This is an optimization exercise on Yosys and OpenROAD, whose aim is small area and a short achievable clock period, not a production implementation. Only simulation tests tie the RTL to the original design; equivalence was not proved. No activity file was given, so power comes from the tool's default toggle rates.

## flow/design.v (module list and top-level ports; edited modules follow where they fit)
// module akkanat: 267 lines
// module m_mux2i: 3 lines
// module m_shift: 16 lines
// module mac_s1: 289 lines
// module mac_s2: 115 lines
// module m_fa: 4 lines
// module m_ha: 4 lines
// module m_r8: 7 lines
// module m_ppb: 5 lines
// module m_xor2: 3 lines
// module m_add33: 21 lines
// module m_add32: 3 lines
// module dec5: 6 lines
// module m_ao4: 3 lines
// module m_nand2: 3 lines
// module m_nor2: 3 lines
// module m_inv: 3 lines
// module rdport: 21 lines
// module m_aoi222: 3 lines
// module m_nand3: 3 lines
module akkanat (
    input  wire          clk_i,
    input  wire          rst_i,
    input  wire [31:0]   inst_i,
    input  wire [31:0]   data_mem_rdata_i,
    output wire [31:0]   pc_o,
    output wire [31:0]   data_mem_addr_o,
    output wire [31:0]   data_mem_wdata_o,
    output wire          data_mem_we_o,
    output wire [1023:0] regs_o,
    output wire [1:0]    cur_stage_o
);
  // ...
==> flow/flow/run.sh <==
#!/bin/bash
# The standard layout (standard.sh: ORFS with the standard flow's config and synthesis), with
# these layout settings changed; the clock period and constraints are untouched:
#  - setup repair aims for a slack margin of MARGIN ns (flow/margin.txt), so that the
#    resizer also works on paths well inside the clock period;
#  - the resizer may swap cells of different footprints (MATCH_CELL_FOOTPRINT=0);
#  - port buffers are buf_1 cells;
#  - clock tree synthesis gets its arguments explicitly (the same as config.mk's CTS
#    settings give it) plus -dont_use_dummy_load, so it adds no dummy load cells.
# Every tool's output goes to ORFS's own logs under orfs/logs; make's output to standard.log.
set -uo pipefail
MARGIN=$(cat flow/margin.txt 2>/dev/null || echo 8)
bash standard.sh SETUP_SLACK_MARGIN=$MARGIN MATCH_CELL_FOOTPRINT=0 \
  "BUFFER_PORTS_ARGS=-buffer_cell sky130_fd_sc_hd__buf_1" \
  "CTS_ARGS=-sink_clustering_enable -repair_clock_nets -sink_clustering_size 30 -sink_clustering_max_diameter 60 -buf_list {sky130_fd_sc_hd__clkbuf_8 sky130_fd_sc_hd__clkbuf_16} -dont_use_dummy_load" \
  finish > standard.log 2>&1
==> flow/flow/margin.txt <==
8
==> flow/standard.sh <==
#!/bin/bash
# synth_recipe.tcl (not shown) runs the flow's synth.tcl, then flattens the netlist and writes it again
# the make line also repeats each setting of config.mk as NAME=value (left out here)
make -C /OpenROAD-flow-scripts/flow DESIGN_CONFIG=/design/flow/config.mk WORK_HOME=/design/flow/orfs CLKGATE_MAP_FILE= SYNTH_SCRIPT=/design/flow/synth_recipe.tcl "${@:-finish}"
==> flow/config.mk <==
export PLATFORM = sky130hd
export DESIGN_NAME = akkanat
export DESIGN_NICKNAME = akkanat
export VERILOG_FILES = /design/flow/design.v
export SDC_FILE = /design/flow/constraint.sdc
export NUM_CORES = 8
export LEC_CHECK = 0
export CAP_MARGIN = 20
export CORE_MARGIN = 2
export CORE_UTILIZATION = 50
export CTS_BUF_LIST = sky130_fd_sc_hd__clkbuf_8 sky130_fd_sc_hd__clkbuf_16
export CTS_CLUSTER_DIAMETER = 60
export CTS_CLUSTER_SIZE = 30
export PLACE_DENSITY = 0.6
export SLEW_MARGIN = 20
export SYNTH_HIERARCHICAL = 1
==> flow/constraint.sdc <==
create_clock -name core_clock -period 12.5 [get_ports {clk_i}]
set_input_delay 2.5000 -clock core_clock [delete_from_list [all_inputs] [get_ports {clk_i}]]
set_output_delay 2.5000 -clock core_clock [all_outputs]
set_load 0.01 [all_outputs]
==> impl_metrics.toml, run 1 <==
[status]
status = "no timing/DRC/antenna violations"

[timing]
fin_crit_sh_pct = 37.5
finalSetupTns_ns = 0
slew_violations = 0
period_needed_ns = 4.68

[pwr]
totalPowerFinal_mw = 34.7
p_comb_mw = 22.1
power.group.top = "combinational cells"

[cells_and_area]
fin_area_sq_mm = 0.103
antenna_cells = 28
num-nonclk-inverters = 251
largestClassByArea = "multi-input gates"
multiInputGateArea_sq_mm = 0.0507
mostFrequentLayoutCells = "nor2_1, buf_1, nand2_1"

[global_route]
first_global_vias = 86600
grt_util_met3_pct = 27.9

[synth]
syn_inst = 9676
synth_area_sq_mm = 0.0879

[setup_path]
r2r_end = "wd_q[18]"
crit_fanout = 32
critPathCapture = "opx[31]"
cp-startpoint = "inst_i[22]"
critPathCaptureType = "register"

[die]
initial_core_util_pct = 50.5

[clock_network]
cts_tree = "built"
cts_hold_buf = 0

[route]
drtIter0Drc = 21500
wl_um = 522000

[min_path]
hold_class = "reg -> reg"
==> run 2: changes to the inputs <==
==> flow/flow/margin.txt (replaced) <==
7.8
==> run 2 against run 1 <==
Sequential share of layout area increased by 0.48 points. Global-route usage increased by 0.10 points. Non-clock buffer count decreased by 71. Total power decreased by 2.4%. Sequential power increased by 2%. Die area unchanged. Combinational power decreased by 5%. Synthesized cell count unchanged.
==> impl_metrics.toml, run 2 <==
[setup_path]
slowest_delay_ns = 0.65
cp_data_arrival_time_ns = 5.68
worst_setup_path_start_kind = "input port"
slowest_stage = "a222oi_1"
critPathCaptureType = "register"
cp.required_ns = 13.14
crit_fanout = 14
path_cells = "clkbuf_2, or3_1, nor2_4, buf_4, a222oi_1, nand2_1, nor2_2, nand3_1, a21oi_1, xnor2_1"
critPathKind = "in -> reg"

[clock_network]
cts_num_sinks = 1506
cts_tree = "built"
cts_buffers = 140
clkSlewWorstSetupHoldPaths_ns = 0.07
cts_hold_buf = 0
clockBufferDepth = 3
cts.htree.levels = 4
clk_latency_ns = 0.88
root_buffer = "clkbuf_16"

[cells_and_area]
regMostFlops = "rf"
drive_gt1_share_pct = 9.48
mostFrequentLayoutCell = "nor2_1"
fillers = 15800
mostFrequentLayoutCells = "nor2_1, buf_1, nand2_1"
largestRegisters = "rf (992), cs_q (166)"
fin_nets = 11200
fin_area_sq_mm = 0.101
final_core_util_pct = 58.0
area_growth_pct = 15.0
largest_register_ff_count = 992

[timing]
worstMarginPinSlew_ns = 1.22
fin_crit_sh_pct = 40.3
period_needed_ns = 5.04
fin_skew_ns = 0.123
max_freq_mhz = 199
rsz0062_at_grt = "true"
maxSlewHeadroom_pct = 18.4
slew_violations = 0
hold_violations = 0
setup_viol = 0

[pwr]
p_clk_share_pct = 11.4
seq_power_share_pct = 26.4
p_int_mw = 15.4
pwr-share-comb_pct = 62.2
power_density_mw_per_mm2 = 335
switching_share_pct = 54.4
leakagePower_nw = 44.5
switching_power_mw = 18.4
ir_worst_vdd_mv = 0.499

[place]
io_buffers = 1154
dp_hpwl_um = 378000
gp_congestion = 1.11
placedInstanceArea_sq_mm = 0.0955

[route]
ant_nets = 0
drtPass1Iterations = 16
drc = 0
wl_per_cell_um = 39.6
vias = 94800
viasPerCell = 7.25
drtIter0Drc = 22200
wl_um = 518000

[die]
dieWidth_um = 423
num_io_pins = 1189
core_area_sq_mm = 0.174
row_count = 153
die_h_um = 423
initial_core_util_pct = 50.5
dieArea_sq_mm = 0.179

[synth]
synth_area_sq_mm = 0.0879
syn_area_per_cell_sq_um = 9.08
syn_inst = 9676
ys_warn_count = 8

[global_route]
grt.overflow.total = 0
grtUsageTotal_pct = 55.6
antenna_found_initial = 25
first_global_vias = 86100
grt_pass1_wl_um = 703000
grt_max_degree = 148

[job]
maxCapViolations = 0

[min_path]
hold_class = "reg -> reg"

[status]
status = "no timing/DRC/antenna violations"
==> run 2: cell type report <==
type                       instances  area (sq um)  area share (%)
multi-input combinational       7263         50200            49.6
sequential                      1506         35600            35.2
timing repair buffer            1566          7860            7.77
clock buffer                     140          3500            3.46
tap                             2325          2910            2.88
inverter                         251           953           0.943
antenna                           25          62.6          0.0619
==> run 2: critical path, delay by kind of cell <==
kind / cells / cell delay [ns]
compound gates: 2 / 0.91
buf+inv: 2 / 0.70
xor+xnor: 1 / 0.08
simple gates: 5 / 1.45
==> run 2: repair_timing <==
| item | CTS | global route |
|---|---|---|
| gates cloned | 4 | 1 |
| setup endpoints to repair | 905 | 138 |
| resized for setup | 112 | 134 |
| endpoints found under the hold margin | 0 | 0 |
| pin swaps | 36 | 35 |
| buffers inserted | 74 | 38 |
==> run 2: final timing paths <==
kind	startpoint	to	slack [ns]	depth (start not counted)
worst max-delay path	inst_i[21]	opx[29]	7.46	10
worst min-delay path	d_sub	cin_q	0.46	2
worst max register to register	st[1]	res[0]	7.73	12
worst min register to register	d_sub	cin_q	0.46	2
max in group asynchronous	rst_i	pc[21]	8.15	5
min in group asynchronous	rst_i	rf[14][0]	1.83	3
==> run 2: metrics by stage <==
| stage | setup WS [ns] | TNS (ns) | total power [mW] | hold slack, ns | std cells |
|---|---|---|---|---|---|
| 2_1_floorplan | -4.16 | -4268.11 | 19.6 | 0.415 | 9744 |
| 3_3_place_gp | 6.14 | 0 | 27.6 | 0.434 | 12800 |
| 3_5_place_dp | 6.10 | 0 | 27.8 | 0.436 | 12800 |
| 4_1_cts | 7.78 | 0 | 32.0 | 0.449 | 13000 |
| 5_1_grt | 7.64 | 0 | 34.7 | 0.461 | 13100 |
| 6_report | 7.46 | 0 | 33.9 | 0.457 | 13100 |
==> run 2: power groups by stage <==
stage,clock network (mW),logic (mW),registers (mW)
floorplan,0,11.1,8.50
global placement,0,18.8,8.79
detailed placement,0,18.9,8.90
CTS,3.84,19.4,8.73
global route,4.00,21.7,8.96
finish,3.87,21.1,8.93
==> run 2: per-layer routing <==
metal  global-route usage (%)  routed length (um)
met5                    0.591                 386
met4                     42.1               52900
met3                     27.5               88800
met2                     75.0              200000
met1                     67.2              175000
==> module akkanat, before the edit <==
module akkanat (
    input  wire          clk_i,
    input  wire          rst_i,
    input  wire [31:0]   inst_i,
    input  wire [31:0]   data_mem_rdata_i,
    output wire [31:0]   pc_o,
    output wire [31:0]   data_mem_addr_o,
    output wire [31:0]   data_mem_wdata_o,
    output wire          data_mem_we_o,
    output wire [1023:0] regs_o,
    output wire [1:0]    cur_stage_o
);
    localparam S_F = 2'd0, S_D = 2'd1, S_E = 2'd2, S_W = 2'd3;
    reg  [1:0]  st;
    reg  [3:0]  cnt;       
    reg  [31:0] pc;
    reg  [31:0] ir;        
    reg  [31:0] ra;        
    reg  [31:0] rb;        
    reg  [31:0] xq;        
    reg  [31:0] res;       
    reg  [31:0] addr_q;
    reg  [31:0] wd_q;
    reg         we_q;
    reg         taken_q;
    reg         fnd_q;
    reg         gt_q;
    reg  [31:0] x3q;       
    reg  [31:0] rf [1:31];
    assign pc_o             = pc;
    assign cur_stage_o      = st;
    assign data_mem_addr_o  = addr_q;
    assign data_mem_wdata_o = wd_q;
    assign data_mem_we_o    = we_q;
    genvar g;
    assign regs_o[31:0] = 32'b0;
    generate
        for (g = 1; g < 32; g = g + 1) begin : dump
            assign regs_o[32*g +: 32] = rf[g];
        end
    endgenerate
    wire is_f = (st == S_F);
    wire is_d = (st == S_D);
    wire is_e = (st == S_E);
    wire is_w = (st == S_W);
    wire [4:0] idx1 = is_f ? inst_i[19:15] : ir[11:7];
    wire [4:0] idx2 = inst_i[24:20];
    wire [31:0] sel1, sel2;
    dec5 u_dec1 (.a(idx1), .y(sel1));
    dec5 u_dec2 (.a(idx2), .y(sel2));
    wire [1023:0] rflat;
    assign rflat[31:0] = 32'b0;
    generate
        for (g = 1; g < 32; g = g + 1) begin : flat
            assign rflat[32*g +: 32] = rf[g];
        end
    endgenerate
    wire [31:0] p1, p2;
    rdport u_p1 (.sel(sel1), .rf(rflat), .p(p1));
    rdport u_p2 (.sel(sel2), .rf(rflat), .p(p2));
    wire [4:0] iop = inst_i[6:2];
    wire [2:0] if3 = inst_i[14:12];
    wire i_c    = (iop[4:2] == 3'b111);               
    wire i_c2   = i_c & iop[1];
    wire i_c1   = i_c & ~iop[1];
    wire i_j    = iop[4] & iop[3] & ~iop[2];          
    wire i_jal  = i_j & iop[1];
    wire i_jalr = i_j & ~iop[1] & iop[0];
    wire i_br   = i_j & ~iop[1] & ~iop[0];
    wire i_lo   = ~iop[4];                            
    wire i_u    = i_lo & iop[0];                      
    wire i_lui  = i_u & iop[3];
    wire i_auipc= i_u & ~iop[3];
    wire i_mem  = i_lo & ~iop[0] & ~iop[2];           
    wire i_ld   = i_mem & ~iop[3];
    wire i_st   = i_mem & iop[3];
    wire i_alu  = i_lo & ~iop[0] & iop[2];            
    wire i_opr  = i_alu & iop[3];
    wire i_abs  = i_c1 & (if3 == 3'b000);
    wire i_srt  = i_c1 & (if3 == 3'b001);
    wire i_avg  = i_c1 & (if3 == 3'b100);
    wire i_ldm  = i_c1 & (if3 == 3'b110);
    wire i_mac  = i_c2 & if3[0];
    wire i_selc = i_c2 & ~if3[0];
    wire i_bra  = i_br | i_selc;
    wire i_useb = i_opr | i_bra | (i_c1 & ~i_avg);
    wire i_sub  = (i_opr & (if3 == 3'b000) & inst_i[30]) | (i_alu & (if3[2:1] == 2'b01))
                | i_bra | (i_c1 & ~i_avg);
    wire [31:0] imm_i_in = {{20{inst_i[31]}}, inst_i[31:20]};
    wire [31:0] imm_s_in = {{20{inst_i[31]}}, inst_i[31:25], inst_i[11:7]};
    reg d_jal, d_jalr, d_bra, d_br, d_st, d_ld, d_mem, d_abs, d_srt, d_ldm, d_mac;
    reg d_sub, d_wr, d_auipc;
    reg cin_q;            
    reg [31:0] opx;
    reg r_sum, r_sh, r_slt, r_sltu, r_log, r_imu, r_pc, r_absd, r_selp, r_avg, r_movu, r_srch;
    always @(posedge clk_i) begin
        d_jal  <= i_jal;
        d_jalr <= i_jalr;
        d_bra  <= i_bra;
        d_br   <= i_br;
        d_st   <= i_st;
        d_ld   <= i_ld;
        d_mem  <= i_mem;
        d_abs  <= i_abs;
        d_srt  <= i_srt;
        d_ldm  <= i_ldm;
        d_mac  <= i_mac;
        d_auipc<= i_auipc;
        d_sub  <= i_sub;
        cin_q  <= is_f ? (i_sub & ~i_abs) : d_sub;
        opx    <= (i_useb ? p2 : (i_st ? imm_s_in : imm_i_in)) ^ {32{i_sub}};
        d_wr   <= ~(i_st | i_br | i_c2 | i_srt) & (inst_i[11:7] != 5'd0);
        r_sum  <= (i_alu & (if3 == 3'b000));
        r_sh   <= (i_alu & (if3[1:0] == 2'b01));
        r_slt  <= (i_alu & (if3 == 3'b010));
        r_sltu <= (i_alu & (if3 == 3'b011));
        r_log  <= (i_alu & if3[2] & (if3 != 3'b101));
        r_imu  <= i_lui;
        r_pc   <= i_u & ~iop[3] | i_j | i_selc;
        r_absd <= i_abs;
        r_selp <= i_c1 & (if3 == 3'b010);
        r_avg  <= i_avg;
        r_movu <= i_c1 & (if3 == 3'b101);
        r_srch <= i_c1 & (if3 == 3'b111);
    end
    wire [2:0] f3 = ir[14:12];
    wire [4:0] rd = ir[11:7];
    wire [1:0] s2 = ir[26:25];
    wire [31:0] imm_i = {{20{ir[31]}}, ir[31:20]};
    wire [31:0] imm_s = {{20{ir[31]}}, ir[31:25], ir[11:7]};
    wire [31:0] imm_b = {{19{ir[31]}}, ir[31], ir[7], ir[30:25], ir[11:8], 1'b0};
    wire [31:0] imm_u = {ir[31:12], 12'b0};
    wire [31:0] imm_j = {{11{ir[31]}}, ir[31], ir[19:12], ir[20], ir[30:21], 1'b0};
    wire cin = cin_q;
    wire [31:0] sum;
    wire cout;                                        
    m_add33 u_add (.a(ra), .b(opx), .cin(cin), .s(sum), .co(cout));
    wire lt  = (ra[31] == opx[31]) ? ra[31] : sum[31];    
    wire [31:0] xr = ra ^ opx;
    wire eq  = &xr;                                   
    wire [31:0] sh_r, sh_l;
    m_shift u_sh (.a(ra), .sh(opx[4:0]), .left(~f3[2]), .arith(ir[30]), .o(sh_r), .ol(sh_l));
    wire [31:0] sh_out = f3[2] ? sh_r : sh_l;
    wire [19:0] win = is_d ? ra[19:0] : ra[31:12];
    reg fnd;
    integer i;
    always @(*) begin
        fnd = 1'b0;
        for (i = 0; i <= 12; i = i + 1)
            if (win[i +: 8] == rb[7:0]) fnd = 1'b1;
    end
    wire [31:0] pcimm = is_w ? (d_jal ? imm_j : 32'd4)
                             : (d_auipc ? imm_u : (d_bra ? imm_b : 32'd4));
    wire [31:0] pcadd = pc + pcimm;
    wire [31:0] logic_out = (f3[1:0] == 2'b00) ? xr : ((f3[1:0] == 2'b10) ? (ra | opx) : (ra & opx));
    wire [31:0] alu =
          ({32{r_sum}}  & sum)
        | ({32{r_sh}}   & sh_out)
        | ({32{r_slt}}  & {31'b0, lt})
        | ({32{r_sltu}} & {31'b0, ~cout})
        | ({32{r_log}}  & logic_out)
        | ({32{r_imu}}  & imm_u)
        | ({32{r_pc}}   & pcadd)
        | ({32{r_absd}} & (gt_q ? sum : res))
        | ({32{r_selp}} & {16'b0, ir[20] ? ra[31:16] : ra[15:0]})
        | ({32{r_avg}}  & {sum[31], sum[31:1]})
        | ({32{r_movu}} & {20'b0, ir[31:20]})
        | ({32{r_srch}} & {31'b0, fnd | fnd_q});
    reg taken;
    always @(*) begin
        if (d_br) taken = f3[2] ? ~lt : eq;
        else case (s2)
            2'b00: taken = eq;
            2'b01: taken = ~lt;
            2'b10: taken = lt;
            default: taken = 1'b0;
        endcase
    end
    wire [31:0] npc = d_jalr ? sum : ((d_bra & taken_q) ? res : pcadd);
    wire [31:0] mx = (res >= xq) ? res : xq;          
    wire [1:0] jj = cnt[3:2];
    reg  [31:0] mbase;
    reg  [1:0]  mk;
    always @(*) begin
        mbase = ra; mk = 2'd0;
        if (is_e) begin
            if (d_srt) begin mbase = addr_q; mk = 2'd1; end
            else if (cnt[1:0] == 2'b00) begin mbase = rb; mk = jj; end
            else mk = jj + 2'd1;
        end
    end
    wire [31:0] madd = mbase + {26'b0, mk, 2'b00};
    wire e_last = d_srt ? cnt[0] :
                  d_ldm ? cnt[1] :
                  d_mac ? ((cnt[1:0] == 2'b11) & (cnt[3:2] == s2)) : 1'b1;
    wire [165:0] cs_d;
    reg  [165:0] cs_q;
    wire [31:0]  mac_out;
    mac_s1 u_mac1 (.x(xq), .x3(x3q), .y(data_mem_rdata_i), .acc(wd_q), .cs(cs_d));
    mac_s2 u_mac2 (.cs(cs_q), .out(mac_out));
    wire c0 = (cnt[1:0] == 2'b00), c1 = (cnt[1:0] == 2'b01), c2 = (cnt[1:0] == 2'b10);
    wire rs_rd = ~is_d & (d_ld | (d_ldm & c0));
    wire rs_mx = ~is_d & d_ldm & ~c0;
    wire rs_al = ~is_d & ~d_ld & ~d_ldm;
    wire [31:0] res_n = ({32{is_d}} & ~sum) | ({32{rs_rd}} & data_mem_rdata_i)
                      | ({32{rs_mx}} & mx) | ({32{rs_al}} & alu);
    wire as_imm_in = is_f;
    wire as_p1   = (is_d & d_srt) | (is_e & d_ldm & cnt[0]);
    wire as_sum  = (is_d & d_mem) | (is_e & d_st);
    wire as_imms = is_e & d_mac & c1;
    wire as_hold = (is_e & d_mac & c2) | is_w;
    wire as_madd = ~(as_imm_in | as_p1 | as_sum | as_imms | as_hold);
    wire [31:0] addr_n = ({32{as_imm_in}} & imm_s_in) | ({32{as_p1}} & p1) | ({32{as_sum}} & sum)
                       | ({32{as_imms}} & imm_s) | ({32{as_hold}} & addr_q) | ({32{as_madd}} & madd);
    wire ws_srt  = (is_d | is_e) & d_srt;
    wire ws_ra   = ws_srt & (lt ^ is_e);              
    wire ws_rb   = (ws_srt & ~(lt ^ is_e)) | (is_e & d_st);
    wire ws_rd   = is_d & ~d_srt;                     
    wire ws_mac  = is_e & d_mac & c2;
    wire ws_hold = ~((is_d | is_e) & d_srt) & ~ws_rd & ~(is_e & d_st) & ~ws_mac;
    wire [31:0] wd_n = ({32{ws_ra}} & ra) | ({32{ws_rb}} & rb) | ({32{ws_rd}} & data_mem_rdata_i)
                     | ({32{ws_mac}} & mac_out) | ({32{ws_hold}} & wd_q);
    always @(posedge clk_i or posedge rst_i) begin
        if (rst_i) begin
            st   <= S_F;
            pc   <= 32'b0;
            we_q <= 1'b0;
        end else begin
            case (st)
                S_F: begin st <= S_D; we_q <= 1'b0; end
                S_D: begin st <= S_E; we_q <= d_srt; end
                S_E: begin
                    if (e_last) st <= S_W;
                    we_q <= d_st | (d_srt & ~cnt[0]) | (d_mac & (cnt[1:0] == 2'b10));
                end
                default: begin
                    st <= S_F;
                    we_q <= 1'b0;
                    pc <= npc;
                end
            endcase
        end
    end
    integer r;
    always @(posedge clk_i or posedge rst_i) begin
        if (rst_i) begin
            for (r = 1; r < 32; r = r + 1) rf[r] <= 32'b0;
        end else if (is_w & d_wr) begin
            rf[rd] <= d_ldm ? mx : res;
        end
    end
    always @(posedge clk_i) begin
        ir <= inst_i;
        rb <= p2;
        if (is_f) ra <= p1;
        cnt <= is_e ? cnt + 4'd1 : 4'd0;
        cs_q <= cs_d;
        xq <= data_mem_rdata_i;
        x3q <= data_mem_rdata_i + {data_mem_rdata_i[30:0], 1'b0};
        taken_q <= taken;
        fnd_q <= fnd;
        gt_q <= cout;
        res <= res_n;
        addr_q <= addr_n;
        wd_q <= wd_n;
    end
endmodule
==> run 3: changes to the inputs <==
--- a/flow/design.v
+++ b/flow/design.v
@@ -89,8 +89,10 @@
     wire [31:0] imm_i_in = {{20{inst_i[31]}}, inst_i[31:20]};
     wire [31:0] imm_s_in = {{20{inst_i[31]}}, inst_i[31:25], inst_i[11:7]};
+    wire [31:0] i_immx = (i_st ? imm_s_in : imm_i_in) ^ {32{i_sub}};
     reg d_jal, d_jalr, d_bra, d_br, d_st, d_ld, d_mem, d_abs, d_srt, d_ldm, d_mac;
     reg d_sub, d_wr, d_auipc;
     reg cin_q;            
     reg [31:0] opx;
+    wire [31:0] opx_n;
     reg r_sum, r_sh, r_slt, r_sltu, r_log, r_imu, r_pc, r_absd, r_selp, r_avg, r_movu, r_srch;
     always @(posedge clk_i) begin
@@ -109,5 +111,5 @@
         d_sub  <= i_sub;
         cin_q  <= is_f ? (i_sub & ~i_abs) : d_sub;
-        opx    <= (i_useb ? p2 : (i_st ? imm_s_in : imm_i_in)) ^ {32{i_sub}};
+        opx    <= opx_n;
         d_wr   <= ~(i_st | i_br | i_c2 | i_srt) & (inst_i[11:7] != 5'd0);
         r_sum  <= (i_alu & (if3 == 3'b000));
@@ -211,6 +213,14 @@
     wire as_hold = (is_e & d_mac & c2) | is_w;
     wire as_madd = ~(as_imm_in | as_p1 | as_sum | as_imms | as_hold);
-    wire [31:0] addr_n = ({32{as_imm_in}} & imm_s_in) | ({32{as_p1}} & p1) | ({32{as_sum}} & sum)
+    wire [31:0] addr_o = ({32{as_imm_in}} & imm_s_in) | ({32{as_sum}} & sum)
                        | ({32{as_imms}} & imm_s) | ({32{as_hold}} & addr_q) | ({32{as_madd}} & madd);
+    wire [31:0] addr_n;
+    genvar gb;
+    generate
+        for (gb = 0; gb < 32; gb = gb + 1) begin : an
+            m_a21o u_a (.a1(as_p1), .a2(p1[gb]), .b1(addr_o[gb]), .x(addr_n[gb]));
+            m_opsel u_o (.p(p2[gb]), .useb(i_useb), .sub(i_sub), .immx(i_immx[gb]), .y(opx_n[gb]));
+        end
+    endgenerate
     wire ws_srt  = (is_d | is_e) & d_srt;
     wire ws_ra   = ws_srt & (lt ^ is_e);              
@@ -781,2 +791,8 @@
   assign y = ~(a & b & c);
 endmodule
+module m_a21o(input a1, input a2, input b1, output x);
+  assign x = (a1 & a2) | b1;
+endmodule
+module m_opsel(input p, input useb, input sub, input immx, output y);
+  assign y = useb ? (p ^ sub) : immx;
+endmodule
==> flow/flow/margin.txt (replaced) <==
8
==> run 3 against run 2 <==
Clock power about the same. Total power is 4.4% higher. Combinational power up 8%. Count of clock-buffer cells in the layout did not move. Sequential power shrank 1%. Global-route usage up 0.063 points. Final cell count increased by 0.85%. Critical path type unchanged.
==> impl_metrics.toml, run 3 <==
[setup_path]
critPathCaptureType = "register"
crit_fanout = 32
slowest_stage = "a222oi_1"
critPathKind = "in -> reg"
cp_data_arrival_time_ns = 5.36
slowest_delay_ns = 0.41
cp_num_buf_inv = 5
cp_common_cell = "buf_6"
worst_setup_path_start_kind = "input port"
crit_family = "simple AND/OR/NAND/NOR gates"
path_cells = "buf_1, buf_6, nand3b_1, buf_4, buf_12, nor2_4, buf_6, a222oi_1, nand2_1, nor2_1, nand3_1, xnor2_1, a21oi_1"
cp.required_ns = 13.18

[timing]
hold_slack_ns = 0.390
slew_violations = 0
fin_crit_sh_pct = 37.4
setup_viol = 0
period_needed_ns = 4.68
fin_skew_ns = 0.104
worstMarginPinSlew_ns = 1.29
maxSlewHeadroom_pct = 14.1
hold_violations = 0
setup_ws_ns = 7.82
max_freq_mhz = 214
finalSetupTns_ns = 0
rsz0062_at_grt = "true"

[die]
dieWidth_um = 424
row_count = 154
die_h_um = 424
dieArea_sq_mm = 0.180
num_io_pins = 1189
initial_core_util_pct = 50.2
core_area_sq_mm = 0.176

[cells_and_area]
regMostFlops = "rf"
drive_gt1_share_pct = 10.8
final_core_util_pct = 58.5
area_growth_pct = 16.5
mostFrequentLayoutCell = "nor2_1"
largest_register_ff_count = 992
fillers = 15900
stdcell_count = 13200
mostFrequentLayoutCells = "nor2_1, buf_1, nand2_1"
fin_nets = 11300
largestRegisters = "rf (992), cs_q (166)"
fin_area_sq_mm = 0.103

[place]
post-place-ws_ns = 5.99
dp_cells = 12900
io_buffers = 1154
gp_congestion = 1.10
dp_hpwl_um = 379000
placedInstanceArea_sq_mm = 0.0959

[global_route]
grt.overflow.total = 0
grt_max_degree = 173
grt_pass1_wl_um = 703000
antenna_found_initial = 25
first_global_vias = 86400
grtUsageTotal_pct = 55.6

[job]
maxCapViolations = 0

[clock_network]
cts.htree.levels = 4
cts_hold_buf = 0
clk_latency_ns = 0.87
clkSlewWorstSetupHoldPaths_ns = 0.08
cts_buffers = 140
cts_num_sinks = 1506
cts_tree = "built"
clockBufferDepth = 3
root_buffer = "clkbuf_16"

[route]
ant_nets = 0
vias = 95700
wl_um = 522000
drc = 0
viasPerCell = 7.25
drtPass1Iterations = 17
wl_per_cell_um = 39.6
drtIter0Drc = 22500

[pwr]
leakagePower_nw = 45.4
switching_power_mw = 19.1
p_clk_share_pct = 11.0
ir_worst_vdd_mv = 0.474
switching_share_pct = 54.1
p_int_mw = 16.2
totalPowerFinal_mw = 35.3
pwr-share-comb_pct = 64.1
seq_power_share_pct = 24.9
power_density_mw_per_mm2 = 344

[synth]
syn_area_per_cell_sq_um = 9.06
synth_area_sq_mm = 0.0882
syn_inst = 9732
ys_warn_count = 8

[min_path]
hold_class = "reg -> reg"

[status]
status = "no timing/DRC/antenna violations"
[run 3: timing repair]
item	4_1_cts	5_1_grt
gates resized for setup	264	264
pin swaps	41	94
buffers inserted	56	74
cloned	11	5
endpoints found under the setup margin	1239	936
[run 3: final cells by class]
cell class                 instances  area (sq um)  share of cell area [%]
antenna                           21          52.6                  0.0511
timing repair buffer            1594          8460                    8.24
clock buffer                     140          3500                    3.41
multi-input combinational       7338         51200                    49.9
tap                             2340          2930                    2.85
inverter                         248           935                   0.910
sequential                      1506         35600                    34.7
[run 3: power by group through the flow]
stage	clock [mW]	combinational [mW]	sequential [mW]
after detailed placement	0	19.1	8.76
after floorplan	0	11.2	8.49
final	3.87	22.7	8.80
after CTS	3.85	20.0	8.61
after global routing	4.01	23.2	8.86
after global placement	0	18.9	8.66
[run 3: worst paths after layout]
path                             from  slack, ns        end  cells past startpoint
setup / recovery           inst_i[23]       7.82    opx[21]                     13
min in group asynchronous       rst_i       1.85  rf[15][2]                      2
hold / removal                wd_q[3]       0.39   cs_q[10]                      0
setup reg to reg             cs_q[76]       7.88   wd_q[28]                     12
hold reg to reg               wd_q[3]       0.39   cs_q[10]                      0
max in group asynchronous       rst_i       8.23  rf[8][27]                      4
[run 3: worst reg2reg max path: stages (launching register included)]
cell and delay, ns:
dfxtp_1 0.32, fa_1 0.52, fa_1 0.57, fa_1 0.44, ha_2 0.48, a21oi_1 0.09, o21ai_0 0.74, o21ai_0 0.35
a21oi_1 0.24, a31oi_1 0.08, xnor2_1 0.20, a222oi_1 0.35, nand3_1 0.11
[run 3: per-layer routing]
metal / global-route usage, % / share of wire, % / vias to the layer above
met5: 0.726 / 0.059 / -
met4: 43.6 / 11 / 10
met3: 27.2 / 17 / 2480
met2: 74.9 / 39 / 9228
met1: 67.0 / 34 / 46100
li1: - / - / 37800
==> run 4: changes to the inputs <==
--- a/flow/flow/run.sh
+++ b/flow/flow/run.sh
@@ -13,4 +13,4 @@
 bash standard.sh SETUP_SLACK_MARGIN=$MARGIN MATCH_CELL_FOOTPRINT=0 \
   "BUFFER_PORTS_ARGS=-buffer_cell sky130_fd_sc_hd__buf_1" \
-  "CTS_ARGS=-sink_clustering_enable -repair_clock_nets -sink_clustering_size 30 -sink_clustering_max_diameter 60 -buf_list {sky130_fd_sc_hd__clkbuf_8 sky130_fd_sc_hd__clkbuf_16} -dont_use_dummy_load" \
+  "CTS_ARGS=-sink_clustering_enable -repair_clock_nets -sink_clustering_size 40 -sink_clustering_max_diameter 60 -buf_list {sky130_fd_sc_hd__clkbuf_8 sky130_fd_sc_hd__clkbuf_16} -dont_use_dummy_load" \
   finish > standard.log 2>&1
--- a/flow/config.mk
+++ b/flow/config.mk
@@ -11,5 +11,5 @@
 export CTS_BUF_LIST = sky130_fd_sc_hd__clkbuf_8 sky130_fd_sc_hd__clkbuf_16
 export CTS_CLUSTER_DIAMETER = 60
-export CTS_CLUSTER_SIZE = 30
+export CTS_CLUSTER_SIZE = 40
 export PLACE_DENSITY = 0.6
 export SLEW_MARGIN = 20
==> run 4 against run 3 <==
Global-route usage barely moved. Via count grew 0.35%. Sequential power is essentially flat. Non-clock buffer count up 5. Routed wire length up 0.14%. Setup slack better by 0.0033 ns. Critical path type unchanged. Highest routed layer unchanged.
==> impl_metrics.toml, run 4 <==
[status]
status = "no timing/DRC/antenna violations"

[clock_network]
cts_buffers = 140
clockBufferDepth = 3
cts_num_sinks = 1506
cts_hold_buf = 0
clkSlewWorstSetupHoldPaths_ns = 0.07
cts.htree.levels = 4
clk_latency_ns = 0.86
root_buffer = "clkbuf_16"
cts_tree = "built"

[pwr]
leakagePower_nw = 45.4
p_clk_share_pct = 10.9
p_int_mw = 16.2
pwr-share-comb_pct = 64.2
switching_power_mw = 19.2
seq_power_share_pct = 24.9
ir_worst_vdd_mv = 0.478
switching_share_pct = 54.3
totalPowerFinal_mw = 35.4
power_density_mw_per_mm2 = 344

[place]
io_buffers = 1154
dp_hpwl_um = 379000
gp_congestion = 1.10
dp_cells = 12900

[setup_path]
slowest_stage = "a222oi_1"
critPathKind = "in -> reg"
cp_num_buf_inv = 2
slowest_delay_ns = 0.46
cp.required_ns = 13.01
cp_common_cell = "nand2_1"
path_cells = "clkbuf_2, nand2_1, o21ai_4, nand2b_4, nor2_4, buf_4, a222oi_1, nand2_1, nor2_1, nand3_1"
reg2reg_slack_ns = 7.88
crit_fanout = 32
critPathCaptureType = "register"
cp_data_arrival_time_ns = 5.18
worst_setup_path_start_kind = "input port"
crit_family = "simple AND/OR/NAND/NOR gates"

[global_route]
first_global_vias = 86500
grt_max_degree = 173
grt.overflow.total = 0
grt_pass1_wl_um = 704000
grtUsageTotal_pct = 55.6
antenna_found_initial = 30

[cells_and_area]
largestRegisters = "rf (992), cs_q (166)"
largest_register_ff_count = 992
mostFrequentLayoutCells = "nor2_1, buf_1, nand2_1"
area_growth_pct = 16.6
mostFrequentLayoutCell = "nor2_1"
drive_gt1_share_pct = 10.9
fillers = 15900
stdcell_count = 13200
fin_nets = 11300
regMostFlops = "rf"

[synth]
syn_area_per_cell_sq_um = 9.06
syn_inst = 9732
synth_area_sq_mm = 0.0882
ys_warn_count = 8

[die]
dieWidth_um = 424
num_io_pins = 1189
core_area_sq_mm = 0.176
row_count = 154
die_h_um = 424
dieArea_sq_mm = 0.180
initial_core_util_pct = 50.2

[route]
drtIter0Drc = 22400
viasPerCell = 7.28
ant_nets = 0
drc = 0
vias = 96000
wl_um = 523000
wl_per_cell_um = 39.6
drtPass1Iterations = 20

[timing]
maxSlewHeadroom_pct = 14.1
worstMarginPinSlew_ns = 1.29
fin_crit_sh_pct = 37.4
setup_viol = 0
max_freq_mhz = 214
slew_violations = 0
period_needed_ns = 4.67
fin_skew_ns = 0.0881
hold_violations = 0
rsz0062_at_grt = "true"

[min_path]
hold_class = "reg -> reg"

[job]
maxCapViolations = 0
## run 4: cell types whose count changed in the layout (fill, tap and decap cells not counted), moves of 3 or more
cell	change
nor2_2	+7
buf_6	+6
buf_4	-5
clkbuf_2	-5
ha_4	-5
nand2_1	-4
nand3_2	-4
nor2_4	-4
buf_1	+3
ha_2	+3
nor2_1	-3
## run 4: power by group through the flow
stage	clock [mW]	combinational (mW)	sequential, mW
2_1_floorplan	0	11.2	8.49
3_3_place_gp	0	18.9	8.66
3_5_place_dp	0	19.1	8.76
4_1_cts	3.85	20.0	8.61
5_1_grt	4.01	23.2	8.85
6_report	3.87	22.7	8.80
## run 4: path summary, 6_finish.rpt
path / endpoint / cells after the start / from
min reg2reg: cs_q[21] / 0 / wd_q[6]
min in group asynchronous: rf[14][4] / 2 / rst_i
max in group asynchronous: rf[8][27] / 4 / rst_i
max reg2reg: res[0] / 12 / st[1]
max: ra[21] / 10 / inst_i[17]
min: cs_q[21] / 0 / wd_q[6]
## run 4: layout make-up
class,instances,area [sq um],area share (%)
Multi-Input combinational cell,7339,51200,49.8
Sequential cell,1506,35600,34.6
Timing Repair Buffer,1599,8560,8.33
Clock buffer,140,3500,3.41
Tap cell,2340,2930,2.85
Inverter,248,935,0.909
Antenna cell,23,57.6,0.0560
## run 4: what timing repair did
action / 4_1_cts / 5_1_grt
gates resized for setup: 247 / 298
buffers inserted: 56 / 78
cloned: 11 / 7
pin swaps: 40 / 94
endpoints found under the setup margin: 1239 / 1047
## run 4: layer usage
layer  vias to the layer above  track usage [%]  wire length (um)
met3                      2553             27.1             89800
met4                        24             43.4             55400
met1                     46300             66.8            175000
li1                      37800                -                 -
met2                      9345             75.2            202000
met5                         -             1.24               487
## run 4: stage by stage
| stage | hold slack, ns | cell area (sq um) | utilization (%) | worst slack, ns | TNS, ns |
|---|---|---|---|---|---|
| 3_3_place_gp | 0.373 | 95800 | 54.5 | 6.11 | 0 |
| 5_1_grt | 0.393 | 103000 | 58.5 | 7.85 | 0 |
| 3_5_place_dp | 0.377 | 95900 | 54.5 | 5.99 | 0 |
| 6_report | 0.392 | 103000 | 58.5 | 7.83 | 0 |
| 2_1_floorplan | 0.415 | 88800 | - | -4.16 | -4268.11 |
| 4_1_cts | 0.386 | 101000 | 57.4 | 7.91 | 0 |
==> run 5: changes to the inputs <==
--- a/flow/design.v
+++ b/flow/design.v
@@ -92,4 +92,5 @@
     reg d_jal, d_jalr, d_bra, d_br, d_st, d_ld, d_mem, d_abs, d_srt, d_ldm, d_mac;
     reg d_sub, d_wr, d_auipc;
+    reg d_shl, d_shr, d_sra;    
     reg cin_q;            
     reg [31:0] opx;
@@ -98,4 +99,7 @@
     always @(posedge clk_i) begin
         d_jal  <= i_jal;
+        d_shl  <= ~if3[2];
+        d_shr  <= if3[2];
+        d_sra  <= inst_i[30];
         d_jalr <= i_jalr;
         d_bra  <= i_bra;
@@ -142,6 +146,6 @@
     wire eq  = &xr;                                   
     wire [31:0] sh_r, sh_l;
-    m_shift u_sh (.a(ra), .sh(opx[4:0]), .left(~f3[2]), .arith(ir[30]), .o(sh_r), .ol(sh_l));
-    wire [31:0] sh_out = f3[2] ? sh_r : sh_l;
+    m_shift u_sh (.a(ra), .sh(opx[4:0]), .left(d_shl), .arith(d_sra), .o(sh_r), .ol(sh_l));
+    wire [31:0] sh_out = d_shr ? sh_r : sh_l;
     wire [19:0] win = is_d ? ra[19:0] : ra[31:12];
     reg fnd;
@@ -224,11 +228,20 @@
     endgenerate
     wire ws_srt  = (is_d | is_e) & d_srt;
-    wire ws_ra   = ws_srt & (lt ^ is_e);              
-    wire ws_rb   = (ws_srt & ~(lt ^ is_e)) | (is_e & d_st);
     wire ws_rd   = is_d & ~d_srt;                     
     wire ws_mac  = is_e & d_mac & c2;
     wire ws_hold = ~((is_d | is_e) & d_srt) & ~ws_rd & ~(is_e & d_st) & ~ws_mac;
-    wire [31:0] wd_n = ({32{ws_ra}} & ra) | ({32{ws_rb}} & rb) | ({32{ws_rd}} & data_mem_rdata_i)
-                     | ({32{ws_mac}} & mac_out) | ({32{ws_hold}} & wd_q);
+    wire ws_st = is_e & d_st;
+    wire [31:0] wd_o = ({32{ws_st}} & rb) | ({32{ws_rd}} & data_mem_rdata_i) | ({32{ws_hold}} & wd_q);
+    wire [31:0] wd_t1 = ws_srt ? ra : wd_o;
+    wire [31:0] wd_t0 = ws_srt ? rb : wd_o;
+    wire lt_x = lt ^ is_e;                            
+    wire [31:0] wd_n;
+    generate
+        for (gb = 0; gb < 32; gb = gb + 1) begin : wn
+            wire m;
+            m_mux2 u_m (.a(wd_t0[gb]), .b(wd_t1[gb]), .s(lt_x), .y(m));
+            m_a21o u_a (.a1(ws_mac), .a2(mac_out[gb]), .b1(m), .x(wd_n[gb]));
+        end
+    endgenerate
     always @(posedge clk_i or posedge rst_i) begin
         if (rst_i) begin
@@ -797,2 +810,5 @@
   assign y = useb ? (p ^ sub) : immx;
 endmodule
+module m_mux2(input a, input b, input s, output y);
+  assign y = s ? b : a;
+endmodule
--- a/flow/flow/run.sh
+++ b/flow/flow/run.sh
@@ -13,4 +13,4 @@
 bash standard.sh SETUP_SLACK_MARGIN=$MARGIN MATCH_CELL_FOOTPRINT=0 \
   "BUFFER_PORTS_ARGS=-buffer_cell sky130_fd_sc_hd__buf_1" \
-  "CTS_ARGS=-sink_clustering_enable -repair_clock_nets -sink_clustering_size 40 -sink_clustering_max_diameter 60 -buf_list {sky130_fd_sc_hd__clkbuf_8 sky130_fd_sc_hd__clkbuf_16} -dont_use_dummy_load" \
+  "CTS_ARGS=-sink_clustering_enable -repair_clock_nets -sink_clustering_size 30 -sink_clustering_max_diameter 60 -buf_list {sky130_fd_sc_hd__clkbuf_8 sky130_fd_sc_hd__clkbuf_16} -dont_use_dummy_load" \
   finish > standard.log 2>&1
--- a/flow/config.mk
+++ b/flow/config.mk
@@ -11,5 +11,5 @@
 export CTS_BUF_LIST = sky130_fd_sc_hd__clkbuf_8 sky130_fd_sc_hd__clkbuf_16
 export CTS_CLUSTER_DIAMETER = 60
-export CTS_CLUSTER_SIZE = 40
+export CTS_CLUSTER_SIZE = 30
 export PLACE_DENSITY = 0.6
 export SLEW_MARGIN = 20
==> run 5 against run 4 <==
Still clean on timing, DRC and antenna. Non-clock buffer count shrank 20. Die area up 0.74%. Combinational power about the same. Final cell count grew 0.55%. Largest power group unchanged. Sequential power is 2% higher. Core utilization fell by 0.22 points. Global-route usage grew 0.34 points. Worst hold slack worse by 0.0041 ns. Register-to-register slack got worse by 0.02 ns. Total power is 0.25% lower.
==> impl_metrics.toml, run 5 <==
[timing]
period_needed_ns = 4.72
max_freq_mhz = 212
setup_ws_ns = 7.78
setup_viol = 0
rsz0062_at_grt = "false"
maxSlewHeadroom_pct = 8.75
fin_crit_sh_pct = 37.8
hold_violations = 0
worstMarginPinSlew_ns = 1.36
slew_violations = 0
fin_skew_ns = 0.111
hold_slack_ns = 0.388

[route]
viasPerCell = 7.25
drtIter0Drc = 22600
drtPass1Iterations = 17
wl_um = 529000
drc = 0
ant_nets = 0
wl_per_cell_um = 39.9
vias = 96200

[setup_path]
worst_setup_path_start_kind = "input port"
cp.required_ns = 13.14
critPathKind = "in -> reg"
critPathCaptureType = "register"
cp_data_arrival_time_ns = 5.36
crit_fanout = 17

[clock_network]
root_buffer = "clkbuf_16"
cts.htree.levels = 4
cts_buffers = 133
clk_latency_ns = 0.87
cts_num_sinks = 1507
cts_hold_buf = 0
clockBufferDepth = 3
clkSlewWorstSetupHoldPaths_ns = 0.06
cts_tree = "built"

[cells_and_area]
largest_register_ff_count = 992
fin_nets = 11400
regMostFlops = "rf"
stdcell_count = 13300
mostFrequentLayoutCell = "nor2_1"
area_growth_pct = 15.7
drive_gt1_share_pct = 9.77
largestRegisters = "rf (992), cs_q (166)"
fin_area_sq_mm = 0.103
mostFrequentLayoutCells = "nor2_1, a21oi_1, buf_1"

[die]
die_h_um = 426
num_io_pins = 1189
dieWidth_um = 426
dieArea_sq_mm = 0.181
initial_core_util_pct = 50.4
row_count = 154
core_area_sq_mm = 0.176

[status]
status = "no timing/DRC/antenna violations"

[place]
placedInstanceArea_sq_mm = 0.0964
gp_congestion = 1.11
post-place-ws_ns = 6.01
io_buffers = 1154
dp_cells = 13000
dp_hpwl_um = 383000

[global_route]
grtUsageTotal_pct = 55.9
grt_max_degree = 163
first_global_vias = 88100
grt_pass1_wl_um = 710000
antenna_found_initial = 34
grt.overflow.total = 0

[job]
maxCapViolations = 0

[synth]
ys_warn_count = 8
synth_area_sq_mm = 0.0888
syn_inst = 9823
syn_area_per_cell_sq_um = 9.04

[min_path]
hold_class = "reg -> reg"

[pwr]
totalPowerFinal_mw = 35.3
leakagePower_nw = 45.6
ir_worst_vdd_mv = 0.728
power_density_mw_per_mm2 = 343
==> run 5: per-stage QoR <==
step | TNS [ns] | util [%]
after global placement | 0 | 54.7
after global routing | 0 | 58.3
final | 0 | 58.3
after CTS | 0 | 57.5
after detailed placement | 0 | 54.7
after floorplan | -4268.11 | -
==> run 5: cell type report <==
type	instances	area [sq um]
fillers	16000	73500
multi-input cells	7411	51500
flip-flops and latches	1507	35700
repair buffers	1579	8320
clock buffers	133	3330
well taps	2340	2930
inverters	276	1040
diodes	21	52.6
==> run 5: repair_timing <==
item                       in CTS  in global routing
cloned                         12                  8
setup buffers                  81                 55
pin swaps                      41                 53
setup endpoints to repair    1304                463
gates resized for setup       230                184
==> run 5: power by group <==
part	switching [mW]	total (mW)	internal [mW]	leakage [nW]
clock network	1.88	3.75	1.87	1.64
logic	15.1	22.6	7.46	26.4
registers	2.39	8.98	6.59	17.5
==> run 5: worst paths after layout <==
path,endpoint,cells after the start,startpoint,slack [ns]
max,opx[30],10,inst_i[22],7.78
min,cs_q[2],0,wd_q[0],0.39
max reg2reg,addr_q[22],11,st[1],7.86
min reg2reg,cs_q[2],0,wd_q[0],0.39
max in group asynchronous,rf[17][7],5,rst_i,8.34
min in group asynchronous,rf[2][13],2,rst_i,1.66
==> run 5: layer usage <==
metal,wire [um],GRT usage [%]
met1,173000,66.7
met2,203000,74.6
met3,87600,24.4
met4,65000,52.3
met5,367,0.0265
==> run 5: worst max-delay path: stages <==
cell	delay, ns
buf_4	0.23
or2_4	0.31
nor2_4	0.22
buf_4	0.32
a222oi_1	0.79
nand2_1	0.27
nor2_4	0.27
nand3_1	0.16
xnor2_1	0.19
a21oi_1	0.08
==> run 6: changes to the inputs <==
--- a/flow/design.v
+++ b/flow/design.v
@@ -89,17 +89,11 @@
     wire [31:0] imm_i_in = {{20{inst_i[31]}}, inst_i[31:20]};
     wire [31:0] imm_s_in = {{20{inst_i[31]}}, inst_i[31:25], inst_i[11:7]};
-    wire [31:0] i_immx = (i_st ? imm_s_in : imm_i_in) ^ {32{i_sub}};
     reg d_jal, d_jalr, d_bra, d_br, d_st, d_ld, d_mem, d_abs, d_srt, d_ldm, d_mac;
     reg d_sub, d_wr, d_auipc;
-    reg d_shl, d_shr, d_sra;    
     reg cin_q;            
     reg [31:0] opx;
-    wire [31:0] opx_n;
     reg r_sum, r_sh, r_slt, r_sltu, r_log, r_imu, r_pc, r_absd, r_selp, r_avg, r_movu, r_srch;
     always @(posedge clk_i) begin
         d_jal  <= i_jal;
-        d_shl  <= ~if3[2];
-        d_shr  <= if3[2];
-        d_sra  <= inst_i[30];
         d_jalr <= i_jalr;
         d_bra  <= i_bra;
@@ -115,5 +109,5 @@
         d_sub  <= i_sub;
         cin_q  <= is_f ? (i_sub & ~i_abs) : d_sub;
-        opx    <= opx_n;
+        opx    <= (i_useb ? p2 : (i_st ? imm_s_in : imm_i_in)) ^ {32{i_sub}};
         d_wr   <= ~(i_st | i_br | i_c2 | i_srt) & (inst_i[11:7] != 5'd0);
         r_sum  <= (i_alu & (if3 == 3'b000));
@@ -146,6 +140,6 @@
     wire eq  = &xr;                                   
     wire [31:0] sh_r, sh_l;
-    m_shift u_sh (.a(ra), .sh(opx[4:0]), .left(d_shl), .arith(d_sra), .o(sh_r), .ol(sh_l));
-    wire [31:0] sh_out = d_shr ? sh_r : sh_l;
+    m_shift u_sh (.a(ra), .sh(opx[4:0]), .left(~f3[2]), .arith(ir[30]), .o(sh_r), .ol(sh_l));
+    wire [31:0] sh_out = f3[2] ? sh_r : sh_l;
     wire [19:0] win = is_d ? ra[19:0] : ra[31:12];
     reg fnd;
@@ -217,31 +211,14 @@
     wire as_hold = (is_e & d_mac & c2) | is_w;
     wire as_madd = ~(as_imm_in | as_p1 | as_sum | as_imms | as_hold);
-    wire [31:0] addr_o = ({32{as_imm_in}} & imm_s_in) | ({32{as_sum}} & sum)
+    wire [31:0] addr_n = ({32{as_imm_in}} & imm_s_in) | ({32{as_p1}} & p1) | ({32{as_sum}} & sum)
                        | ({32{as_imms}} & imm_s) | ({32{as_hold}} & addr_q) | ({32{as_madd}} & madd);
-    wire [31:0] addr_n;
-    genvar gb;
-    generate
-        for (gb = 0; gb < 32; gb = gb + 1) begin : an
-            m_a21o u_a (.a1(as_p1), .a2(p1[gb]), .b1(addr_o[gb]), .x(addr_n[gb]));
-            m_opsel u_o (.p(p2[gb]), .useb(i_useb), .sub(i_sub), .immx(i_immx[gb]), .y(opx_n[gb]));
-        end
-    endgenerate
     wire ws_srt  = (is_d | is_e) & d_srt;
+    wire ws_ra   = ws_srt & (lt ^ is_e);              
+    wire ws_rb   = (ws_srt & ~(lt ^ is_e)) | (is_e & d_st);
     wire ws_rd   = is_d & ~d_srt;                     
     wire ws_mac  = is_e & d_mac & c2;
     wire ws_hold = ~((is_d | is_e) & d_srt) & ~ws_rd & ~(is_e & d_st) & ~ws_mac;
-    wire ws_st = is_e & d_st;
-    wire [31:0] wd_o = ({32{ws_st}} & rb) | ({32{ws_rd}} & data_mem_rdata_i) | ({32{ws_hold}} & wd_q);
-    wire [31:0] wd_t1 = ws_srt ? ra : wd_o;
-    wire [31:0] wd_t0 = ws_srt ? rb : wd_o;
-    wire lt_x = lt ^ is_e;                            
-    wire [31:0] wd_n;
-    generate
-        for (gb = 0; gb < 32; gb = gb + 1) begin : wn
-            wire m;
-            m_mux2 u_m (.a(wd_t0[gb]), .b(wd_t1[gb]), .s(lt_x), .y(m));
-            m_a21o u_a (.a1(ws_mac), .a2(mac_out[gb]), .b1(m), .x(wd_n[gb]));
-        end
-    endgenerate
+    wire [31:0] wd_n = ({32{ws_ra}} & ra) | ({32{ws_rb}} & rb) | ({32{ws_rd}} & data_mem_rdata_i)
+                     | ({32{ws_mac}} & mac_out) | ({32{ws_hold}} & wd_q);
     always @(posedge clk_i or posedge rst_i) begin
         if (rst_i) begin
@@ -804,11 +781,2 @@
   assign y = ~(a & b & c);
 endmodule
-module m_a21o(input a1, input a2, input b1, output x);
-  assign x = (a1 & a2) | b1;
-endmodule
-module m_opsel(input p, input useb, input sub, input immx, output y);
-  assign y = useb ? (p ^ sub) : immx;
-endmodule
-module m_mux2(input a, input b, input s, output y);
-  assign y = s ? b : a;
-endmodule
==> flow/flow/run.sh (replaced) <==
#!/bin/bash
# The standard layout (standard.sh: ORFS with the standard flow's config and synthesis), with
# these layout settings changed; the clock period and constraints are untouched:
#  - setup repair aims for a slack margin (flow/margin.txt: one value up to and including
#    clock tree synthesis, a second one for the repair after global routing, which
#    makes up for the slack that detailed routing usually takes away), so that the
#    resizer also works on paths well inside the clock period;
#  - the resizer may swap cells of different footprints (MATCH_CELL_FOOTPRINT=0);
#  - port buffers are buf_1 cells;
#  - clock tree synthesis gets its arguments explicitly (the same as config.mk's CTS
#    settings give it) plus -dont_use_dummy_load, so it adds no dummy load cells.
# Every tool's output goes to ORFS's own logs under orfs/logs; make's output to
# standard_cts.log and standard.log.
set -uo pipefail
read -r M1 M2 < flow/margin.txt
M2=${M2:-$M1}
ARGS=(MATCH_CELL_FOOTPRINT=0
  "BUFFER_PORTS_ARGS=-buffer_cell sky130_fd_sc_hd__buf_1"
  "CTS_ARGS=-sink_clustering_enable -repair_clock_nets -sink_clustering_size 30 -sink_clustering_max_diameter 60 -buf_list {sky130_fd_sc_hd__clkbuf_8 sky130_fd_sc_hd__clkbuf_16} -dont_use_dummy_load")
bash standard.sh SETUP_SLACK_MARGIN=$M1 "${ARGS[@]}" cts > standard_cts.log 2>&1
bash standard.sh SETUP_SLACK_MARGIN=$M2 "${ARGS[@]}" finish > standard.log 2>&1
==> flow/flow/margin.txt (replaced) <==
8 8.3
==> run 6 against run 5 <==
Sequential power decreased by 2.2%. Critical endpoint is now wd_q[18]. Highest routed layer unchanged. Largest power group unchanged. Still clean on timing, DRC and antenna. Core utilization increased by 3.7 points. Total power increased by 8.4%. Flip-flop and latch count decreased by 1. Clock skew decreased by 0.012 ns. Count of clock-buffer cells in the layout increased by 7. Register-to-register slack improved by 0.05 ns. Routed wire length increased by 2.4%.
==> impl_metrics.toml, run 6 <==
[pwr]
ir_worst_vdd_mv = 0.659
power_density_mw_per_mm2 = 354
leakagePower_nw = 47.6

[global_route]
grt_pass1_wl_um = 701000
grt.overflow.total = 0
antenna_found_initial = 27
first_global_vias = 86600
grt_max_degree = 154
grtUsageTotal_pct = 55.5

[setup_path]
slowest_delay_ns = 0.91
cp_common_cell = "fa_1"
r2r-start = "cs_q[26]"
cp-startpoint = "cs_q[26]"
critPathCaptureType = "register"
cp_num_buf_inv = 0
path_cells = "ha_1, fa_1, fa_1, ha_4, nand3_2, nor2_2, a21oi_4, a21o_4, a211o_1, and3b_1, xnor2_1, a222oi_1, nand3_1"
worst_setup_path_start_kind = "register"
cp.required_ns = 13.16
crit_family = "adder cells"
critPathKind = "reg -> reg"
cp_data_arrival_time_ns = 5.25
crit_fanout = 6
slowest_stage = "a222oi_1"

[cells_and_area]
largestRegisters = "rf (992), cs_q (166)"
multiInputGateArea_sq_mm = 0.0526
stdcell_count = 13400
mostFrequentLayoutCells = "nor2_1, nand2_1, buf_1"
fin_area_sq_mm = 0.108
area_growth_pct = 22.9
fillers = 15100
drive_gt1_share_pct = 15.8
largest_register_ff_count = 992
seq_area_sq_mm = 0.0356
regMostFlops = "rf"
mostFrequentLayoutCell = "nor2_1"
fin_nets = 11500

[route]
drtIter0Drc = 23200
vias = 98400
drtPass1Iterations = 15
ant_nets = 0
viasPerCell = 7.34
wl_um = 542000
drc = 0
wl_per_cell_um = 40.4

[min_path]
hold_class = "reg -> reg"
min_from = "d_sub"

[die]
core_area_sq_mm = 0.174
initial_core_util_pct = 50.5
die_h_um = 423
dieWidth_um = 423
num_io_pins = 1189
row_count = 153
dieArea_sq_mm = 0.179

[timing]
max_freq_mhz = 218
setup_viol = 0
maxSlewHeadroom_pct = 10.1
hold_violations = 0
rsz0062_at_grt = "true"
period_needed_ns = 4.59
fin_crit_sh_pct = 36.7
setup_ws_ns = 7.91
fin_skew_ns = 0.0997
slew_violations = 0
worstMarginPinSlew_ns = 1.35
hold_slack_ns = 0.463

[place]
dp_cells = 12800
gp_congestion = 1.10
post-place-ws_ns = 5.80
dp_hpwl_um = 376000
placedInstanceArea_sq_mm = 0.0955
io_buffers = 1154

[clock_network]
clockBufferDepth = 3
cts.htree.levels = 4
root_buffer = "clkbuf_16"
cts_num_sinks = 1506
cts_tree = "built"
clk_latency_ns = 0.87
cts_buffers = 140
cts_hold_buf = 0
clkSlewWorstSetupHoldPaths_ns = 0.08

[synth]
syn_area_per_cell_sq_um = 9.08
synth_area_sq_mm = 0.0879
syn_inst = 9676
ys_warn_count = 8

[status]
status = "no timing/DRC/antenna violations"

[job]
maxCapViolations = 0
run 6: path summary, 6_finish.rpt:
kind	to	slack (ns)	cells past startpoint
hold / removal	cin_q	0.46	2
setup / recovery	wd_q[18]	7.91	13
min in group asynchronous	rf[19][0]	1.82	2
hold reg to reg	cin_q	0.46	2
max in group asynchronous	st[1]	8.60	4
setup reg to reg	wd_q[18]	7.91	13
run 6: area by class of cell:
type	instances	area share (%)
multi-input combinational	7277	48.7
sequential	1506	33.0
timing repair buffer	1889	11.5
clock buffer	140	3.24
tap	2325	2.69
inverter	251	0.886
antenna	20	0.0463
timing repair inverter	1	0.00463
run 6: repair_timing:
item                                    in CTS  in global routing
endpoints found under the setup margin    1069               1395
gates cloned                                 9                 43
buffers inserted                            92                306
pin swaps                                   63                447
gates resized for setup                    237               1006
run 6: per-layer routing:
metal | vias up | global-route usage [%] | routed length, um | share of wire (%)
met5 | - | 2.20 | 690 | 0.13
met4 | 24 | 44.1 | 63400 | 12
met3 | 2980 | 27.9 | 97200 | 18
met2 | 9827 | 74.9 | 207000 | 38
met1 | 47300 | 65.8 | 174000 | 32
li1 | 38300 | - | - | -
run 6: metrics by stage:
stage	total power [mW]	setup TNS (ns)	utilization, %
after floorplan	19.6	-4268.11	-
after global placement	27.4	0	54.8
after detailed placement	27.6	0	54.8
after CTS	32.2	0	57.8
after global routing	39.0	0	62.0
final	38.3	0	62.0
run 6: power breakdown:
group / total, mW / switching (mW) / internal (mW)
Sequential: 8.78 / 2.25 / 6.53
Clock: 3.88 / 1.92 / 1.96
Combinational: 25.6 / 15.9 / 9.69
run 6: worst reg2reg max path, stage by stage (launching register included):
cell,delay [ns]
dfxtp_1,0.31
ha_1,0.33
fa_1,0.58
fa_1,0.52
ha_4,0.35
nand3_2,0.14
nor2_2,0.19
a21oi_4,0.10
a21o_4,0.27
a211o_1,0.25
and3b_1,0.18
xnor2_1,0.15
a222oi_1,0.91
nand3_1,0.15

separate check: timing with driven ports:
How much do the figures lean on ideal ports? The routed layouts below were timed once more, with nothing changed but the port constraints. Step 1, drivers: a clkbuf_16 drives clk_i and a buf_2 each remaining input, both assumed. Step 2, shift: input delay + t, output delay - t, t = (earliest + latest rising clock arrival at the registers) / 2. This alone moves slack from input paths to output paths. Three values: no drivers, after step 1, after step 2; two values: the first two.
run	t (ns)	slack for setup (ns)	hold slack, ns
run 1	0.927	7.816 / 7.751 / 6.824	0.459 / 0.459 / 0.459
run 2	0.908	7.463 / 7.428 / 6.519	0.457 / 0.457 / 0.457
run 3	0.934	7.822 / 7.812 / 6.877	0.390 / 0.390 / 0.390
run 4	0.930	7.826 / 7.796 / 6.865	0.392 / 0.392 / 0.392
run 5	0.914	7.777 / 7.797 / 6.883	0.388 / 0.388 / 0.388
run 6	0.923	7.909 / 7.909 / 7.030	0.463 / 0.463 / 0.463
After both steps every run listed still meets setup and hold. The setup slack of run 1, which loses most, moves by -0.065 ns with the drivers and by -0.992 ns with both steps.
